Background: an optimization exercise with open tools, aiming at small area. Do not read the settings as production practice.
Function was checked by simulation only, so behaviour that the tests miss may differ from the original.
Power figures rest on the tool's default switching activity, not on a simulated workload.

## flow/design.v (module list and top-level ports; edited modules follow where they fit)
// module GraphicDriver: 4771 lines
module GraphicDriver(clk, reset, VGA_HS, VGA_VS, VGA_R, VGA_G, VGA_B, VGA_SYNC_N, VGA_BLANK_N, KEY, enable, getAttack, blood1, blood2, magic, life, command);
  // ...
==> flow/flow/run.sh <==
#!/bin/bash
# Own layout flow: the standard synthesis, then the combinational logic of its
# netlist is re-mapped for area (flip-flop cells and their names are kept),
# then the standard ORFS flow from floorplan on, with 1x port buffers.
# Every tool's output goes to a log file of its own in this folder.
set -euo pipefail
W=$PWD
R=$W/orfs/results/sky130hd/GraphicDriver/base
LIB=$FLOW_HOME/platforms/sky130hd/lib/sky130_fd_sc_hd__tt_025C_1v80.lib

# 1. standard synthesis
bash standard.sh synth > $W/log_1_standard_synth.log 2>&1
cp $R/1_2_yosys.v $W/std_1_2_yosys.v

# 2. re-map the combinational logic for area
DU=$(sed -n '/DONT_USE_CELLS += /,/^#/p' $FLOW_HOME/platforms/sky130hd/config.mk | grep -o 'sky130_fd_sc_hd__[a-z0-9_]*' | sed 's/^/-dont_use /' | tr '\n' ' ')
echo "strash; dch -f; amap; topo" > $W/remap.abc
cat > $W/remap.ys <<EOS
read_liberty -ignore_miss_func $LIB
read_verilog $W/std_1_2_yosys.v
hierarchy -top GraphicDriver
setattr -mod -set keep_hierarchy 1 sky130_fd_sc_hd__dfxtp_1
flatten
opt_clean -purge
abc -script $W/remap.abc -liberty $LIB $DU
opt_clean -purge
hilomap -singleton -hicell sky130_fd_sc_hd__conb_1 HI -locell sky130_fd_sc_hd__conb_1 LO
insbuf -buf sky130_fd_sc_hd__buf_4 A X
opt_clean -purge
select GraphicDriver
write_verilog -noattr -noexpr -selected $W/remapped.v
EOS
yosys -s $W/remap.ys > $W/log_2_remap.log 2>&1
cp $W/remapped.v $R/1_2_yosys.v
rm -f $R/1_synth.odb $R/1_synth.sdc
bash standard.sh synth > $W/log_3_synth_odb.log 2>&1

# 3. floorplan to final layout
bash standard.sh BUFFER_PORTS_ARGS="-buffer_cell sky130_fd_sc_hd__buf_1" finish > $W/log_4_finish.log 2>&1
==> flow/standard.sh <==
#!/bin/bash
# synth_recipe.tcl (not shown) runs the flow's synth.tcl, then flattens the netlist and writes it again
# the make line also repeats each setting of config.mk as NAME=value (left out here)
make -C /OpenROAD-flow-scripts/flow DESIGN_CONFIG=/design/flow/config.mk WORK_HOME=/design/flow/orfs CLKGATE_MAP_FILE= SYNTH_SCRIPT=/design/flow/synth_recipe.tcl "${@:-finish}"
==> flow/config.mk <==
export PLATFORM = sky130hd
export DESIGN_NAME = GraphicDriver
export DESIGN_NICKNAME = GraphicDriver
export VERILOG_FILES = /design/flow/design.v
export SDC_FILE = /design/flow/constraint.sdc
export NUM_CORES = 4
export LEC_CHECK = 0
export ABC_AREA = 1
export CAP_MARGIN = 20
export CORE_MARGIN = 2
export CORE_UTILIZATION = 50
export SLEW_MARGIN = 20
==> flow/constraint.sdc <==
create_clock -name core_clock -period 8.0 [get_ports {clk}]
set_input_delay 1.6000 -clock core_clock [delete_from_list [all_inputs] [get_ports {clk}]]
set_output_delay 1.6000 -clock core_clock [all_outputs]
set_load 0.01 [all_outputs]
==> impl_metrics.toml, run 1 <==
[timing]
finalSetupViolCount = 2
setup_ws_ns = -0.03916
maxSlewHeadroom_pct = 45.40

[setup_path]
critPathTopFamily = "compound AO/OA/AOI/OAI gates"
crit_start = "Y[6]"

[clock_tree]
clk-insertion-delay-late_ns = 0.36
clock-root-buffer = "clkbuf_16"
ctsHoldBuffers = 0

[placed_design]
dp_cells = 2234
place_ws_ns = -0.3333
gp_congestion = 1.213
dpl_cell_area_um2 = 11700

[power]
comb-power_uw = 2740
p_clk_uw = 453
switching_share_pct = 56.71
power_sequential_uw = 465

[layout]
final_area_um2 = 12770
layout_common_cells = "nor2_1 (433), clkinv_1 (209), buf_4 (192)"
utilization_pct = 66.24
seq_cells = 86
clock_area_share_pct = 2.440
num-multi-input-gates = 1396
inverters = 235

[drt]
routed-wl-met3_um = 7662
avgViaCountPerCell = 6.725
vias = 15250

[floorplan]
die_area_um2 = 20610
fp.dieW_um = 143.6
rows = 51

[global_routing]
grt_use_met2_pct = 70.55

[outcome]
outcome = "failed layout checks"
failed_checks = "negative setup slack"
==> run 2: changes to the inputs <==
--- a/flow/flow/run.sh
+++ b/flow/flow/run.sh
@@ -14,7 +14,7 @@
 
 # 2. re-map the combinational logic for area
 DU=$(sed -n '/DONT_USE_CELLS += /,/^#/p' $FLOW_HOME/platforms/sky130hd/config.mk | grep -o 'sky130_fd_sc_hd__[a-z0-9_]*' | sed 's/^/-dont_use /' | tr '\n' ' ')
-echo "strash; dch -f; amap; topo" > $W/remap.abc
+echo "strash; dch -f; amap; topo; buffer -c; upsize -c; dnsize -c" > $W/remap.abc
 cat > $W/remap.ys <<EOS
 read_liberty -ignore_miss_func $LIB
 read_verilog $W/std_1_2_yosys.v
@@ -22,7 +22,7 @@
 setattr -mod -set keep_hierarchy 1 sky130_fd_sc_hd__dfxtp_1
 flatten
 opt_clean -purge
-abc -script $W/remap.abc -liberty $LIB $DU
+abc -D 8000 -script $W/remap.abc -liberty $LIB $DU
 opt_clean -purge
 hilomap -singleton -hicell sky130_fd_sc_hd__conb_1 HI -locell sky130_fd_sc_hd__conb_1 LO
 insbuf -buf sky130_fd_sc_hd__buf_4 A X
==> run 2 against run 1 <==
  * Now clean on timing, DRC and antenna
  * Sequential share of layout area shrank 0.57 points
  * Via count grew 2.3%
  * Worst setup slack gained 0.25 ns
  * Die area grew 6.3%
==> impl_metrics.toml, run 2 <==
[global_routing]
grt_pass1_vias = 14520
grt_max_degree = 17
grt_util_all_layers_pct = 46.42
grt_pass1_wl_um = 79360
globalRoute.totalOverflow = 0
antenna_found_initial = 0

[yosys]
postSynthCellCount = 1745
syn_area_um2 = 10370
ys.warnings.count = 1
synth_area_per_cell_um2 = 5.943

[floorplan]
rows = 52
die_h_um = 148.0
core_um2 = 20300
initial_core_util_pct = 51.08
die_area_um2 = 21910
io_pins = 86
fp.dieW_um = 148.0

[clock_tree]
clockBufferDepth = 2
clkTransAtPathRegs_ns = 0.07
clock-root-buffer = "clkbuf_16"
h-tree-depth = 3
cts_buffers = 9
clk-insertion-delay-late_ns = 0.35
cts.sinks = 86
cts_tree = "yes"

[layout]
nets = 2124
final_cells = 2347
layout-drive-gt1-share_pct = 21.23
mostFrequentLayoutCell = "nor2_1"
layout_common_cells = "nor2_1 (432), buf_4 (266), inv_1 (201)"
multi_input_area_um2 = 7764
layout.area.seq_um2 = 1724
fillCellCount = 1807
area_growth_pct = 28.74
final_area_um2 = 13350
antenna_cells = 0

[setup_path]
critPathTopFamily = "simple AND/OR/NAND/NOR gates"
critPathLaunchType = "flip-flop"
cp_slowest_cell = "a2111oi_1"
cp_num_buf_inv = 10
critPathMaxStageDelay_ns = 0.48
critPathRequiredTime_ns = 8.23
worstSetupEndpointType = "flip-flop"
reg2reg_slack_ns = 0.21
cp.arrival_ns = 8.02
path_max_fanout = 13
path_class = "flip-flop to flip-flop"
cpMostUsedCell = "nor2_4"

[timing]
tightest_slew_ns = 0.9217
fin_crit_sh_pct = 97.34
finalSetupViolCount = 0
drv_slew = 0
finalHoldViolCount = 0
fin_skew_ns = 0.007458
tns_ns = 0
rsz0062_at_grt = "true"
clock.fmax_ghz = 0.1284
maxSlewHeadroom_pct = 38.14
fin_crit_ns = 7.787

[drt]
firstDrtPassIters = 10
avgViaCountPerCell = 6.646
antenna_left = 0
drt-total-wl_um = 52270
wl_per_cell_um = 22.27
drc = 0
met1_length_um = 17920
drt_iter0_drc = 2665
vias = 15600
wl_met2_um = 21970
top_layer = "met4"
routed-wl-met3_um = 7797

[outcome]
outcome = "no timing/DRC/antenna violations"

[power]
p_leak_uw = 0.005385
power_density_nw_per_um2 = 268.7
ir_worst_vdd_mv = 0.2300
p_total_uw = 3587

[placed_design]
dp_cells = 2318
numPortBuffers = 77
dp_hpwl_um = 41040
gp_congestion = 1.139
dpl_cell_area_um2 = 12710

[hold_path]
min_path_type = "flip-flop to flip-flop"

[run]
maxCapViolCount = 0
-- run 2: path summary, 6_finish.rpt --
kind | start | end | cells past startpoint
setup / recovery | Y[6] | s1[0] | 49
hold reg to reg | k3_ps | pressed2 | 1
hold / removal | k3_ps | pressed2 | 1
setup reg to reg | Y[6] | s1[0] | 49
-- run 2: per-stage QoR --
| step | util [%] | worst slack [ns] | hold slack, ns |
|---|---|---|---|
| after CTS | 64.07 | 0.006058 | 0.3845 |
| after global placement | 62.62 | 0.4113 | 0.3704 |
| after detailed placement | 62.62 | 0.1848 | 0.3758 |
| after global routing | 65.77 | -0.06364 | 0.3907 |
| after floorplan | - | 1.179 | 0.3674 |
| final | 65.77 | 0.2126 | 0.3827 |
-- run 2: report_power, final --
part	switching (uW)	total (uW)	internal (uW)
logic	1830	2700	870
clock network	189	413	224
registers	21.0	470	449
total	2040	3590	1540
-- run 2: worst reg2reg max path, delay by kind of cell, from the launching register on --
family	cells	cell delay (ns)
and+or+nand+nor	24	3.54
AOI/OAI and AO/OA	15	2.54
DFF	1	0.35
buffers and inverters	10	1.26
-- run 2: area by class of cell --
cell class / count / area share, %
multi-input cells: 1396 / 58.15
clock inverters: 6 / 0.4124
inverters: 235 / 6.926
well taps: 270 / 2.530
flip-flops and latches: 86 / 12.91
clock buffers: 10 / 1.790
repair buffers: 344 / 17.27
-- run 2: timing repair --
item / in CTS / in global routing
hold buffers: 0 / 0
buffers inserted: 0 / 13
endpoints found under the setup margin: 0 / 10
gates resized for setup: 0 / 56
-- run 2: routing by layer --
layer	vias up	global-route usage, %
met4	0	28.95
met2	1460	72.20
met5	-	0
met1	6898	56.18
li1	6806	-
met3	434	13.73
==> run 3: changes to the inputs <==
==> flow/run.sh (new file) <==
#!/bin/bash
# synth_recipe.tcl (not shown) runs the flow's synth.tcl, then flattens the netlist and writes it again
# the make line also repeats each setting of config.mk as NAME=value (left out here)
make -C /OpenROAD-flow-scripts/flow DESIGN_CONFIG=/design/flow/config.mk WORK_HOME=/design/flow/orfs CLKGATE_MAP_FILE= SYNTH_SCRIPT=/design/flow/synth_recipe.tcl finish
removed: flow/flow/run.sh
removed: flow/standard.sh
==> run 3 against run 2 <==
  * Still clean
  * Via count is 3.5% higher
  * Final cell count grew 11%
  * First-iteration DRC count decreased by 11%
  * Total power down 4.5%
  * Global-route usage shrank 7.1 points
  * Register-to-register slack better by 0.25 ns
  * Critical endpoint is now s1[7]
  * Largest power group unchanged
==> impl_metrics.toml, run 3 <==
[setup_path]
critPathMaxStageDelay_ns = 0.50
critPathLaunchType = "flip-flop"
path_class = "flip-flop to flip-flop"
path_max_fanout = 17
crit_start = "Y[4]"
rr_worst_depth = 45
rr_endpoint = "s1[7]"
cpMostUsedCell = "nand2_1"
critPathRequiredTime_ns = 8.26
cp_slowest_cell = "ha_1"
rr_startpoint = "Y[4]"
worstSetupEndpointType = "flip-flop"
cp.arrival_ns = 7.80
reg2reg_slack_ns = 0.46

[global_routing]
grt_pass1_vias = 14840
grt_max_degree = 19
grt_pass1_wl_um = 79320
globalRoute.totalOverflow = 0
antenna_found_initial = 0
grt_util_all_layers_pct = 39.30

[run]
maxCapViolCount = 0

[timing]
finalHoldViolCount = 0
finalSetupViolCount = 0
tns_ns = 0
setup_ws_ns = 0.4630
fin_skew_ns = 0.01032
clock.fmax_ghz = 0.1327
fin_crit_ns = 7.537
maxSlewHeadroom_pct = 38.54
drv_slew = 0
rsz0062_at_grt = "false"
fin_crit_sh_pct = 94.21
tightest_slew_ns = 0.9122

[yosys]
synth_area_per_cell_um2 = 5.503
async_reset_ff_share_pct = 0
ys_seq_area_share_pct = 14.24
postSynthCellCount = 2197
netlist.area_leader.share_pct = 18.94
ys_ff_latch = 86
netlist.top_cell.by_area = "nand2_1"
ys.warnings.count = 1
syn_area_um2 = 12090
netlist_top_cells_count = "nand2_1 (610), nor2_1 (338), inv_1 (281)"
synth_top_flop_cell = "dfxtp_1"
synth_cell_types = 66
synth-edff-count = 0
synth_area_leaders = "nand2_1 (19%), dfxtp_1 (14%), nor2_1 (10%)"
yosysMostFrequentCell = "nand2_1"

[power]
p_sw_uw = 2118
p_leak_uw = 0.007355
ir_worst_vdd_mv = 0.1363
p_seq_share_pct = 13.8
switching_share_pct = 61.84
p_int_uw = 1307
power_density_nw_per_um2 = 251.4
comb_power_share_pct = 73.5
clock_power_share_pct = 12.7

[floorplan]
die_h_um = 159.5
io_pins = 86
core_um2 = 23610
rows = 56
die_area_um2 = 25440
fp.dieW_um = 159.5
initial_core_util_pct = 51.20

[clock_tree]
clk-insertion-delay-late_ns = 0.36
cts.sinks = 86
cts_resized = 0
clock-root-buffer = "clkbuf_16"
cts_tree = "yes"
ctsHoldBuffers = 0
postCtsSetupBuffers = 0
cts_buffers = 9
clockBufferDepth = 2
h-tree-depth = 3
clkTransAtPathRegs_ns = 0.08

[placed_design]
dp_hpwl_um = 42480
numPortBuffers = 77
gp_congestion = 1.111
place_ws_ns = 0.8403
dp_cells = 2596

[hold_path]
min_path_type = "flip-flop to flip-flop"
holdPathStages = 1
min_to = "pressed1"
hp-start = "k2_ps"

[layout]
multi_input_area_um2 = 8900
layout.area.seq_um2 = 1722
mostFrequentLayoutCell = "nand2_1"
fillCellCount = 2411
final_cells = 2613
nets = 2396
layout_common_cells = "nand2_1 (610), nor2_1 (338), inv_1 (281)"
layout-drive-gt1-share_pct = 9.812
area_growth_pct = 12.67

[drt]
drc = 0
avgViaCountPerCell = 6.179
drt-total-wl_um = 52250
wl_per_cell_um = 20.00
vias = 16150
antenna_left = 0
drt_iter0_drc = 2385
firstDrtPassIters = 8

[outcome]
outcome = "no timing/DRC/antenna violations"
run 3: cell count changes in the layout (fill, tap and decap cells not counted), sizes merged, moves of 77 or more:
cell           before  now
nand3              35  197
nor2              479  364
inv               227  333
nand2             142  656
clkdlybuf4s50       0   77
buf               344   37
run 3: critical path, delay by kind of cell, from the launching register on:
family | cells | cell delay, ns
AO/OA/AOI/OAI | 3 | 0.27
XOR/XNOR | 1 | 0.21
flip-flops | 1 | 0.41
AND/OR/NAND/NOR | 32 | 4.89
adder cells (fa/ha/maj) | 2 | 0.74
buffers and inverters | 7 | 0.85
run 3: metal layers:
layer | vias up | track usage, % | wire length [um]
met5 | - | 0 | 0
met4 | 0 | 21.98 | 3511
met3 | 283 | 9.898 | 7164
met2 | 1302 | 61.73 | 22060
met1 | 7231 | 49.08 | 19510
li1 | 7330 | - | -
run 3: worst max path at each step:
stage,slack [ns],end,depth (start not counted)
finish,0.46,s1[7],45
global route,0.02,s1[0],44
CTS,0.70,s1[0],43
detailed placement,0.84,s1[0],43
global placement,0.95,s1[0],43
floorplan,2.28,s1[0],44
run 3: cell type report:
type                       instances  area share [%]
antenna                            1         0.01837
clock buffer                       9           1.653
clock inverter                     7          0.5603
inverter                         332           9.167
multi-input combinational       1745           65.33
sequential                        86           12.64
tap                              319           2.930
timing repair buffer             114           7.697
run 3: power by group through the flow:
stage / clock, uW / sequential, uW / combinational (uW)
floorplan: 0 / 471 / 1600
global placement: 0 / 481 / 2360
detailed placement: 0 / 481 / 2360
CTS: 433 / 471 / 2380
global route: 453 / 475 / 2640
finish: 434 / 472 / 2520
run 3: kinds of logic (layout without fill, tap and decap cells):
group	after synthesis	count (layout)	synth area share, %
simple gates	1341	1341	50.35
buf+inv	372	462	12.38
compound gates	336	336	16.85
flops	86	86	14.24
fa+ha+maj	56	56	5.795
xor+xnor	5	5	0.3622
other cells	1	8	0.03102
run 3: through the flow:
step | utilization, % | instance area, um2 | hold slack, ns | power [uW]
6_report | 57.69 | 13620 | 0.3896 | 3425
5_1_grt | 57.68 | 13620 | 0.4015 | 3565
4_1_cts | 57.66 | 13610 | 0.3895 | 3282
3_5_place_dp | 56.38 | 13310 | 0.3772 | 2846
3_3_place_gp | 56.38 | 13310 | 0.3693 | 2843
2_1_floorplan | - | 12110 | 0.3661 | 2068

==> port drivers added, routing unchanged <==
How much do the figures lean on ideal ports? The routed layouts below were timed once more, with nothing changed but the port constraints. Step 1 (the two cells are an assumption about what drives the block):
set clk [get_ports {clk}]
set_driving_cell -lib_cell sky130_fd_sc_hd__clkbuf_16 $clk
set_driving_cell -lib_cell sky130_fd_sc_hd__buf_2 [delete_from_list [all_inputs] $clk]
Step 2, shift: input delay + t, output delay - t, t = (earliest + latest rising clock arrival at the registers) / 2. This alone moves slack from input paths to output paths. Three values: no drivers, after step 1, after step 2; two values: the first two.
run	t, ns	slack for setup (ns)	hold slack, ns	worst setup path at the end	slew at the worst register clock pin (ns)
run 1	0.396	-0.039 / -0.039 / -0.039	0.389 / 0.389 / 0.389	register to register	0.07 / 0.07
run 2	0.392	0.213 / 0.213 / 0.213	0.383 / 0.383 / 0.383	register to register	0.07 / 0.07
run 3	0.399	0.463 / 0.463 / 0.463	0.390 / 0.390 / 0.390	register to register	0.08 / 0.08
